What follows belongs to an exercise in optimizing a design on an open flow for small area; a production flow would make more cautious choices.
Only simulation tests tie the RTL to the original design; equivalence was not proved.
Power and IR drop assume default switching activity.

==> inputs of exp/quartz <==
==> flow/design.v <==
module data_syn(
    input logic clk_i,
    input logic rst_n_i,
    input logic data_i,
    output logic pos_edge_o
);
logic [3:0] data;
assign pos_edge_o = data[2] & ~data[3];
always_ff @(posedge clk_i or negedge rst_n_i)
begin
    if (!rst_n_i) begin
        data <= 4'b0000;
    end else begin
        data <= {data[2:0], data_i};
    end
end
endmodule
module edge2en(
    input logic clk_i,
    input logic rst_n_i,
    input logic data_i,
    output logic pos_edge_o
);
logic data_a, data_b;
assign pos_edge_o = ~data_b & data_a;
always_ff @(posedge clk_i or negedge rst_n_i)
begin
    if (!rst_n_i) begin
        data_a <= 1'b0;
        data_b <= 1'b0;
    end else begin
        data_a <= data_i;
        data_b <= data_a;
    end
end
endmodule
module startup #(
    parameter int W = 32
) (
    input logic clk_i,
    input logic rst_n_i,
    input logic  [4:0] gate_sync_i,
    input logic [W-1:0] gate_shift_i,
    output logic [4:0] gate_en_o
);
logic  [4:0] gate_en;
logic [W-1:0] gate_cnt;
logic        gate_next;
logic        gate_done;
assign gate_en_o = gate_en;
edge2en gate_next_en(
    .clk_i(clk_i),
    .rst_n_i(rst_n_i),
    .data_i(gate_done & (gate_en == gate_sync_i)),
    .pos_edge_o(gate_next)
);
always_ff @(posedge clk_i or negedge rst_n_i)
begin
    if (!rst_n_i) begin
        gate_en   <= 5'b00000;
        gate_cnt  <= {W{1'b0}};
        gate_done <= 1'b0;
    end else begin
        gate_en   <= gate_next ? {gate_en[3:0], (gate_sync_i != 5'b01111)} : gate_en;
        gate_cnt  <= gate_next ? {W{1'b0}} : gate_cnt + 1'b1;
        gate_done <= gate_next ? 1'b0 : (gate_cnt == gate_shift_i) ? 1'b1 : gate_done;
    end
end
endmodule
module measure #(
    parameter int W = 32
) (
    input logic clk_i,
    input logic rst_n_i,
    input logic sig_clk_p_i,
    input logic         gate_en_i,
    input logic [W-1:0] gate_total_i,
    output logic           reg_wr_en_o,
    output logic [2*W-1:0] reg_wr_data_o,
    output logic gate_sync_o
);
logic gate_sync;
logic gate_sync_a;
logic gate_sync_b;
logic         gate_en;
logic [W-1:0] gate_cnt;
logic [W-1:0] sig_clk_cnt;
logic [W-1:0] ref_clk_cnt;
logic reg_wr_en;
assign reg_wr_en_o = reg_wr_en;
assign reg_wr_data_o = {ref_clk_cnt, sig_clk_cnt};
assign gate_sync_o = gate_sync;
always_ff @(posedge clk_i or negedge rst_n_i)
begin
    if (!rst_n_i) begin
        gate_en   <= 1'b0;
        gate_sync <= 1'b0;
        gate_sync_a <= 1'b0;
        gate_sync_b <= 1'b0;
        reg_wr_en <= 1'b0;
    end else begin
        if (gate_sync) begin
            gate_en   <= (gate_cnt == gate_total_i) ? 1'b0 : gate_en;
            gate_sync <= ~(sig_clk_p_i & ~gate_en);
        end else begin
            gate_en   <= gate_en_i;
            gate_sync <= sig_clk_p_i & gate_en;
        end
        gate_sync_a <= gate_sync;
        gate_sync_b <= gate_sync_a;
        reg_wr_en <= ~gate_sync_a & gate_sync_b;
    end
end
always_ff @(posedge clk_i)
begin
    if (gate_sync) begin
        gate_cnt    <= gate_cnt + 1'b1;
        sig_clk_cnt <= sig_clk_cnt + sig_clk_p_i;
        ref_clk_cnt <= ref_clk_cnt + 1'b1;
    end else begin
        gate_cnt    <= {W{1'b0}};
        if (!(gate_sync_a || gate_sync_b)) begin
            sig_clk_cnt <= {W{1'b0}};
            ref_clk_cnt <= {W{1'b0}};
        end
    end
end
endmodule
`timescale 1ns / 1ps
module axi_dfm_v1_0(
    input logic s_axi_aclk,
    input logic s_axi_aresetn,
    input  logic [31:0] s_axi_awaddr,
    input  logic        s_axi_awvalid,
    output logic        s_axi_awready,
    input  logic [31:0] s_axi_wdata,
    input  logic        s_axi_wvalid,
    output logic        s_axi_wready,
    output logic s_axi_bvalid,
    input  logic s_axi_bready,
    input  logic [31:0] s_axi_araddr,
    input  logic        s_axi_arvalid,
    output logic        s_axi_arready,
    output logic [31:0] s_axi_rdata,
    output logic        s_axi_rvalid,
    input  logic        s_axi_rready,
    input  logic signal_in,
    output logic signal_done
);
localparam int W = 16;
logic [4:0] gate_en;
logic [4:0] gate_sync;
logic [W-1:0] gate_shift;
logic [W-1:0] gate_total;
logic         sig_clk_p;
logic     [4:0] raw_wr_en;
logic [2*W-1:0] raw_wr_data[5];
logic           reg_wr_en;
logic [2*W-1:0] reg_wr_data;
logic [2*W-1:0] reg_rd_data;
logic  [W-1:0] rdata;
assign s_axi_awready = s_axi_aresetn && s_axi_awvalid && (!s_axi_bvalid || s_axi_bready);
assign s_axi_wready  = s_axi_aresetn && s_axi_wvalid  && (!s_axi_bvalid || s_axi_bready);
assign s_axi_arready = s_axi_aresetn && s_axi_arvalid && (!s_axi_rvalid || s_axi_rready);
assign s_axi_rdata = {{(32-W){1'b0}}, rdata};
assign signal_done = reg_wr_en;
always_ff @(posedge s_axi_aclk or negedge s_axi_aresetn)
begin
    if (!s_axi_aresetn) begin
        gate_shift <= {W{1'b0}};
        gate_total <= {W{1'b0}};
        reg_rd_data <= {(2*W){1'b0}};
        s_axi_bvalid <= 1'b0;
        s_axi_rvalid <= 1'b0;
    end else begin
        if (s_axi_awready) begin
            case (s_axi_awaddr[7:0])
                8'h00:
                    gate_shift <= s_axi_wdata[W-1:0];
                8'h04:
                    gate_total <= s_axi_wdata[W-1:0];
                default:
                    reg_rd_data <= reg_wr_data;
            endcase
        end
        s_axi_bvalid <= (s_axi_bvalid & ~s_axi_bready) | s_axi_awready;
        s_axi_rvalid <= (s_axi_rvalid & ~s_axi_rready) | s_axi_arready;
    end
end
always_ff @(posedge s_axi_aclk)
begin
    if (!s_axi_rvalid || s_axi_rready) begin
        case (s_axi_araddr[7:0])
            8'h00:
                rdata <= gate_shift;
            8'h04:
                rdata <= gate_total;
            8'h08:
                rdata <= reg_rd_data[W-1:0];
            8'h0C:
                rdata <= reg_rd_data[2*W-1:W];
            default:
                rdata <= {W{1'b0}};
        endcase
    end
end
data_syn sig_clk_syn(
    .clk_i(s_axi_aclk),
    .rst_n_i(s_axi_aresetn),
    .data_i(signal_in),
    .pos_edge_o(sig_clk_p)
);
startup #(.W(W)) startup(
    .clk_i(s_axi_aclk),
    .rst_n_i(s_axi_aresetn),
    .gate_sync_i(gate_sync),
    .gate_shift_i(gate_shift),
    .gate_en_o(gate_en)
);
genvar i;
generate
    for (i = 0; i < 5; i = i + 1) begin: measure_block
        measure #(.W(W)) measure(
            .clk_i(s_axi_aclk),
            .rst_n_i(s_axi_aresetn),
            .sig_clk_p_i(sig_clk_p),
            .gate_en_i(gate_en[i]),
            .gate_total_i(gate_total),
            .reg_wr_en_o(raw_wr_en[i]),
            .reg_wr_data_o(raw_wr_data[i]),
            .gate_sync_o(gate_sync[i])
        );
    end
endgenerate
logic [2*W-1:0] wr_data;
always_comb
begin
    wr_data = {(2*W){1'b0}};
    for (int k = 0; k < 5; k = k + 1)
        wr_data = wr_data | (raw_wr_data[k] & {(2*W){raw_wr_en[k]}});
end
logic wr_multi;
assign wr_multi = (raw_wr_en[0] & (|raw_wr_en[4:1])) | (raw_wr_en[1] & (|raw_wr_en[4:2]))
                | (raw_wr_en[2] & (|raw_wr_en[4:3])) | (raw_wr_en[3] & raw_wr_en[4]);
always_ff @(posedge s_axi_aclk or negedge s_axi_aresetn)
begin
    if (!s_axi_aresetn) begin
        reg_wr_en   <= 1'b0;
        reg_wr_data <= {(2*W){1'b0}};
    end else begin
        reg_wr_en <= |raw_wr_en;
        if ((|raw_wr_en) && !wr_multi)
            reg_wr_data <= wr_data;
    end
end
endmodule
==> flow/run.sh <==
#!/bin/bash
# synth_recipe.tcl (not shown) runs the flow's synth.tcl, then flattens the netlist and writes it again
# the make line also repeats each setting of config.mk as NAME=value (left out here)
make -C /OpenROAD-flow-scripts/flow DESIGN_CONFIG=/design/flow/config.mk WORK_HOME=/design/flow/orfs CLKGATE_MAP_FILE= SYNTH_SCRIPT=/design/flow/synth_recipe.tcl finish
==> flow/config.mk <==
export PLATFORM = sky130hd
export DESIGN_NAME = axi_dfm_v1_0
export DESIGN_NICKNAME = axi_dfm_v1_0
export VERILOG_FILES = /design/flow/design.v
export SDC_FILE = /design/flow/constraint.sdc
export NUM_CORES = 4
export LEC_CHECK = 0
export CAP_MARGIN = 20
export CORE_MARGIN = 2
export CORE_UTILIZATION = 40
export PLACE_DENSITY = 0.6
export SLEW_MARGIN = 20
==> flow/constraint.sdc <==
create_clock -name core_clock -period 5.0 [get_ports {s_axi_aclk}]
set_input_delay 1.0000 -clock core_clock [delete_from_list [all_inputs] [get_ports {s_axi_aclk}]]
set_output_delay 1.0000 -clock core_clock [all_outputs]
set_load 0.01 [all_outputs]
==> exp/yarrow: changes against exp/quartz <==
==> flow/design.v, changed modules only <==
module startup #(
    parameter int W = 32
) (
    input logic clk_i,
    input logic rst_n_i,
    input logic  [4:0] gate_sync_i,
    input logic [W-1:0] gate_shift_i,
    output logic [4:0] gate_en_o
);
logic  [4:0] gate_en;
logic [W-1:0] gate_cnt;
logic        gate_next;
logic        gate_done;
assign gate_en_o = gate_en;
edge2en gate_next_en(
    .clk_i(clk_i),
    .rst_n_i(rst_n_i),
    .data_i(gate_done & (gate_en == gate_sync_i)),
    .pos_edge_o(gate_next)
);
logic [W-1:0] gate_cnt_c;
assign gate_cnt_c[0] = 1'b1;
genvar k;
generate
    for (k = 1; k < W; k = k + 1) begin: carry
        assign gate_cnt_c[k] = gate_cnt_c[k-1] & gate_cnt[k-1];
    end
endgenerate
always_ff @(posedge clk_i or negedge rst_n_i)
begin
    if (!rst_n_i) begin
        gate_en   <= 5'b00000;
        gate_cnt  <= {W{1'b0}};
        gate_done <= 1'b0;
    end else begin
        gate_en   <= gate_next ? {gate_en[3:0], (gate_sync_i != 5'b01111)} : gate_en;
        gate_cnt  <= gate_next ? {W{1'b0}} : gate_cnt ^ gate_cnt_c;
        gate_done <= gate_next ? 1'b0 : (gate_cnt == gate_shift_i) ? 1'b1 : gate_done;
    end
end
endmodule
module measure #(
    parameter int W = 32
) (
    input logic clk_i,
    input logic rst_n_i,
    input logic sig_clk_p_i,
    input logic         gate_en_i,
    input logic [W-1:0] gate_total_i,
    output logic           reg_wr_en_o,
    output logic [2*W-1:0] reg_wr_data_o,
    output logic gate_sync_o
);
logic gate_sync;
logic [1:0] close_st;
logic         gate_en;
logic [W-1:0] gate_cnt;
logic [W-1:0] sig_clk_cnt;
logic [W-1:0] ref_clk_cnt;
logic reg_wr_en;
assign reg_wr_en = close_st[1] & ~close_st[0];
assign reg_wr_en_o = reg_wr_en;
assign reg_wr_data_o = {ref_clk_cnt, sig_clk_cnt};
assign gate_sync_o = gate_sync;
always_ff @(posedge clk_i or negedge rst_n_i)
begin
    if (!rst_n_i) begin
        gate_en   <= 1'b0;
        gate_sync <= 1'b0;
        close_st <= 2'b00;
    end else begin
        if (gate_sync) begin
            gate_en <= (gate_cnt == gate_total_i) ? 1'b0 : gate_en;
        end else begin
            gate_en <= gate_en_i;
        end
        if (sig_clk_p_i)
            gate_sync <= gate_en;
        close_st[0] <= gate_sync | (close_st[0] & ~close_st[1]);
        close_st[1] <= ~gate_sync & close_st[0];
    end
end
logic cnt_clr;
assign cnt_clr = ~(gate_sync | close_st[0]);
logic [W-1:0] gate_cnt_c, sig_clk_cnt_c, ref_clk_cnt_c;
logic [W-1:0] gate_cnt_n, sig_clk_cnt_n, ref_clk_cnt_n;
assign gate_cnt_c[0]    = 1'b1;
assign sig_clk_cnt_c[0] = sig_clk_p_i & gate_sync;
assign ref_clk_cnt_c[0] = gate_sync;
genvar k;
generate
    for (k = 1; k < W; k = k + 1) begin: carry
        assign gate_cnt_c[k]    = gate_cnt_c[k-1]    & gate_cnt[k-1];
        assign sig_clk_cnt_c[k] = sig_clk_cnt_c[k-1] & sig_clk_cnt[k-1];
        assign ref_clk_cnt_c[k] = ref_clk_cnt_c[k-1] & ref_clk_cnt[k-1];
    end
endgenerate
assign gate_cnt_n    = gate_cnt    ^ gate_cnt_c;
assign sig_clk_cnt_n = sig_clk_cnt ^ sig_clk_cnt_c;
assign ref_clk_cnt_n = ref_clk_cnt ^ ref_clk_cnt_c;
always_ff @(posedge clk_i)
begin
    gate_cnt    <= gate_sync ? gate_cnt_n : {W{1'b0}};
    sig_clk_cnt <= cnt_clr ? {W{1'b0}} : sig_clk_cnt_n;
    ref_clk_cnt <= cnt_clr ? {W{1'b0}} : ref_clk_cnt_n;
end
endmodule
module axi_dfm_v1_0(
    input logic s_axi_aclk,
    input logic s_axi_aresetn,
    input  logic [31:0] s_axi_awaddr,
    input  logic        s_axi_awvalid,
    output logic        s_axi_awready,
    input  logic [31:0] s_axi_wdata,
    input  logic        s_axi_wvalid,
    output logic        s_axi_wready,
    output logic s_axi_bvalid,
    input  logic s_axi_bready,
    input  logic [31:0] s_axi_araddr,
    input  logic        s_axi_arvalid,
    output logic        s_axi_arready,
    output logic [31:0] s_axi_rdata,
    output logic        s_axi_rvalid,
    input  logic        s_axi_rready,
    input  logic signal_in,
    output logic signal_done
);
localparam int W = 16;
logic [4:0] gate_en;
logic [4:0] gate_sync;
logic [W-1:0] gate_shift;
logic [W-1:0] gate_total;
logic         sig_clk_p;
logic     [4:0] raw_wr_en;
logic [2*W-1:0] raw_wr_data[5];
logic           reg_wr_en;
logic [2*W-1:0] reg_wr_data;
logic [2*W-1:0] reg_rd_data;
logic           wr_valid;
logic           rd_valid;
logic  [W-1:0] rdata;
assign s_axi_awready = s_axi_aresetn && s_axi_awvalid && (!s_axi_bvalid || s_axi_bready);
assign s_axi_wready  = s_axi_aresetn && s_axi_wvalid  && (!s_axi_bvalid || s_axi_bready);
assign s_axi_arready = s_axi_aresetn && s_axi_arvalid && (!s_axi_rvalid || s_axi_rready);
assign s_axi_rdata = {{(32-W){1'b0}}, rdata};
assign signal_done = reg_wr_en;
always_ff @(posedge s_axi_aclk or negedge s_axi_aresetn)
begin
    if (!s_axi_aresetn) begin
        gate_shift <= {W{1'b0}};
        gate_total <= {W{1'b0}};
        rd_valid <= 1'b0;
        s_axi_bvalid <= 1'b0;
        s_axi_rvalid <= 1'b0;
    end else begin
        if (s_axi_awready) begin
            case (s_axi_awaddr[7:0])
                8'h00:
                    gate_shift <= s_axi_wdata[W-1:0];
                8'h04:
                    gate_total <= s_axi_wdata[W-1:0];
                default:
                    rd_valid <= wr_valid;
            endcase
        end
        s_axi_bvalid <= (s_axi_bvalid & ~s_axi_bready) | s_axi_awready;
        s_axi_rvalid <= (s_axi_rvalid & ~s_axi_rready) | s_axi_arready;
    end
end
always_ff @(posedge s_axi_aclk)
begin
    if (s_axi_awready && s_axi_awaddr[7:0] != 8'h00 && s_axi_awaddr[7:0] != 8'h04)
        reg_rd_data <= reg_wr_data;
end
logic rd_ld;
logic rd_00, rd_04, rd_08, rd_0c;
assign rd_ld = !s_axi_rvalid || s_axi_rready;
assign rd_00 = rd_ld && s_axi_araddr[7:0] == 8'h00;
assign rd_04 = rd_ld && s_axi_araddr[7:0] == 8'h04;
assign rd_08 = rd_ld && s_axi_araddr[7:0] == 8'h08 && rd_valid;
assign rd_0c = rd_ld && s_axi_araddr[7:0] == 8'h0C && rd_valid;
always_ff @(posedge s_axi_aclk)
begin
    rdata <= ({W{rd_00}} & gate_shift)
           | ({W{rd_04}} & gate_total)
           | ({W{rd_08}} & reg_rd_data[W-1:0])
           | ({W{rd_0c}} & reg_rd_data[2*W-1:W])
           | ({W{!rd_ld}} & rdata);
end
data_syn sig_clk_syn(
    .clk_i(s_axi_aclk),
    .rst_n_i(s_axi_aresetn),
    .data_i(signal_in),
    .pos_edge_o(sig_clk_p)
);
startup #(.W(W)) startup(
    .clk_i(s_axi_aclk),
    .rst_n_i(s_axi_aresetn),
    .gate_sync_i(gate_sync),
    .gate_shift_i(gate_shift),
    .gate_en_o(gate_en)
);
genvar i;
generate
    for (i = 0; i < 5; i = i + 1) begin: measure_block
        measure #(.W(W)) measure(
            .clk_i(s_axi_aclk),
            .rst_n_i(s_axi_aresetn),
            .sig_clk_p_i(sig_clk_p),
            .gate_en_i(gate_en[i]),
            .gate_total_i(gate_total),
            .reg_wr_en_o(raw_wr_en[i]),
            .reg_wr_data_o(raw_wr_data[i]),
            .gate_sync_o(gate_sync[i])
        );
    end
endgenerate
logic           wr_one;
logic [2*W-1:0] wr_data;
always_comb
begin
    wr_data = {(2*W){1'b0}};
    for (int k = 0; k < 5; k = k + 1)
        wr_data = wr_data | (raw_wr_data[k] & {(2*W){raw_wr_en[k] & wr_one}});
end
logic wr_multi;
assign wr_multi = (raw_wr_en[0] & (|raw_wr_en[4:1])) | (raw_wr_en[1] & (|raw_wr_en[4:2]))
                | (raw_wr_en[2] & (|raw_wr_en[4:3])) | (raw_wr_en[3] & raw_wr_en[4]);
always_ff @(posedge s_axi_aclk or negedge s_axi_aresetn)
begin
    if (!s_axi_aresetn) begin
        reg_wr_en <= 1'b0;
        wr_valid  <= 1'b0;
    end else begin
        reg_wr_en <= |raw_wr_en;
        if (wr_one)
            wr_valid <= 1'b1;
    end
end
assign wr_one = (|raw_wr_en) && !wr_multi;
always_ff @(posedge s_axi_aclk)
begin
    reg_wr_data <= wr_data | (reg_wr_data & {(2*W){!wr_one}});
end
endmodule
==> flow/flow/run.sh (new file) <==
#!/bin/bash
# Standard ORFS layout, except: an area-oriented ABC mapping script in synthesis
# (registers are mapped before ABC runs, so they are the standard synthesis's),
# no half/full-adder cell extraction (ABC maps the adders with the rest),
# smaller port buffers, and a clock tree without dummy loads.
set -euo pipefail
F=$(pwd)/flow
export MY_ABC_SCRIPT=$F/area.script
export BUFFER_PORTS_ARGS="-buffer_cell sky130_fd_sc_hd__buf_1"
export CTS_ARGS="-sink_clustering_enable -repair_clock_nets -dont_use_dummy_load $(cat $F/cts_args.txt)"
bash standard.sh SYNTH_SCRIPT=$F/my_synth.tcl ADDER_MAP_FILE= finish > flow_make.log 2>&1
==> flow/flow/area.script (new file) <==
&get -n
&st
&deepsyn -T 30
&dch -f
&nf -a -R 1000
&put
==> flow/flow/cts_args.txt (new file) <==
-sink_clustering_size 30 -sink_clustering_max_diameter 100
==> flow/flow/my_synth.tcl (new file) <==
proc synth {args} { yosys synth -nofsm -noshare {*}$args }
set fh [open $::env(SCRIPTS_DIR)/synth.tcl]
set body [read $fh]
close $fh
set old {log_cmd abc {*}$abc_args}
set new {set abc_args [lreplace $abc_args 1 1 $::env(MY_ABC_SCRIPT)]; log_cmd abc {*}$abc_args}
if {[string first $old $body] < 0} { error "abc call not found" }
set body [string map [list $old $new] $body]
eval $body
# left out here: clear keep_hierarchy, flatten, clean up, hide names made inside functions, write 1_2_yosys.v
==> flow/standard.sh (new file) <==
#!/bin/bash
# synth_recipe.tcl (not shown) runs the flow's synth.tcl, then flattens the netlist and writes it again
# the make line also repeats each setting of config.mk as NAME=value (left out here)
make -C /OpenROAD-flow-scripts/flow DESIGN_CONFIG=/design/flow/config.mk WORK_HOME=/design/flow/orfs CLKGATE_MAP_FILE= SYNTH_SCRIPT=/design/flow/synth_recipe.tcl "${@:-finish}"
--- a/flow/config.mk
+++ b/flow/config.mk
@@ -8,5 +8,5 @@
 export CAP_MARGIN = 20
 export CORE_MARGIN = 2
-export CORE_UTILIZATION = 40
-export PLACE_DENSITY = 0.6
+export CORE_UTILIZATION = 65
+export PLACE_DENSITY = 0.8
 export SLEW_MARGIN = 20
removed: flow/run.sh
==> qor summary <==
metric	exp/quartz	exp/yarrow
Internal power consumption	7.739 mW	3.938 mW
Kind of start point of the critical path	primary input	flip-flop
Antenna violations before repair	2	0
Required time at the endpoint of the critical path	4000 ps	5400 ps
Synth Area in XOR/XNOR	0.1111	0.03092
Critical path endpoint category	primary output	flip-flop
Core region area	0.05007 mm^2	0.02347 mm^2
H-Tree Level Count	2	1
Slew at the pin closest to its max-slew limit	894.8 ps	1029 ps
Multi-input combinational gate total	1,300	1,077
Clk sinks	408	405
FF-to-FF path depth	8	12
Outcome	no timing/DRC/antenna violations	no timing/DRC/antenna violations
Met3 routing resource usage after global routing	0.02515	0.04807
TritonCTS buffer count	45	17
Iteration-0 DRC Markers	1,170	1,601
Multi-input logic area	0.009066 mm^2	0.006462 mm^2
Placed instance area	0.02145 mm^2	0.01634 mm^2

-- what the ideal ports hide --
The results above use ideal ports. As a check the final layouts listed here were re-extracted and re-timed, cells and wires unchanged.
Step 1 sets driving cells, clkbuf_16 on the clock port and buf_2 on the other inputs (assumed; they add their load-dependent delay and slew).
Step 2 times the ports against the registers' clock, not the clock port: input delays grow and output delays shrink by t, the midpoint of the rising clock arrivals with the driver on.
Three values: no drivers, after step 1, after step 2; two values: the first two.
| run | shift t [ns] | slack for setup (ns) | latest minus earliest clock arrival (ns) | worst register clock-pin slew, ns |
|---|---|---|---|---|
| exp/quartz | 0.621 | 1.452 / 1.422 / 1.422 | 0.015 / 0.015 | 0.07 / 0.07 |
| exp/yarrow | 0.565 | 1.266 / 1.266 / 1.266 | 0.038 / 0.037 | 0.11 / 0.11 |
After both steps setup and hold are still met in every run listed. The setup slack of exp/quartz, which loses most, moves by -0.030 ns with the drivers and by -0.030 ns with both steps.
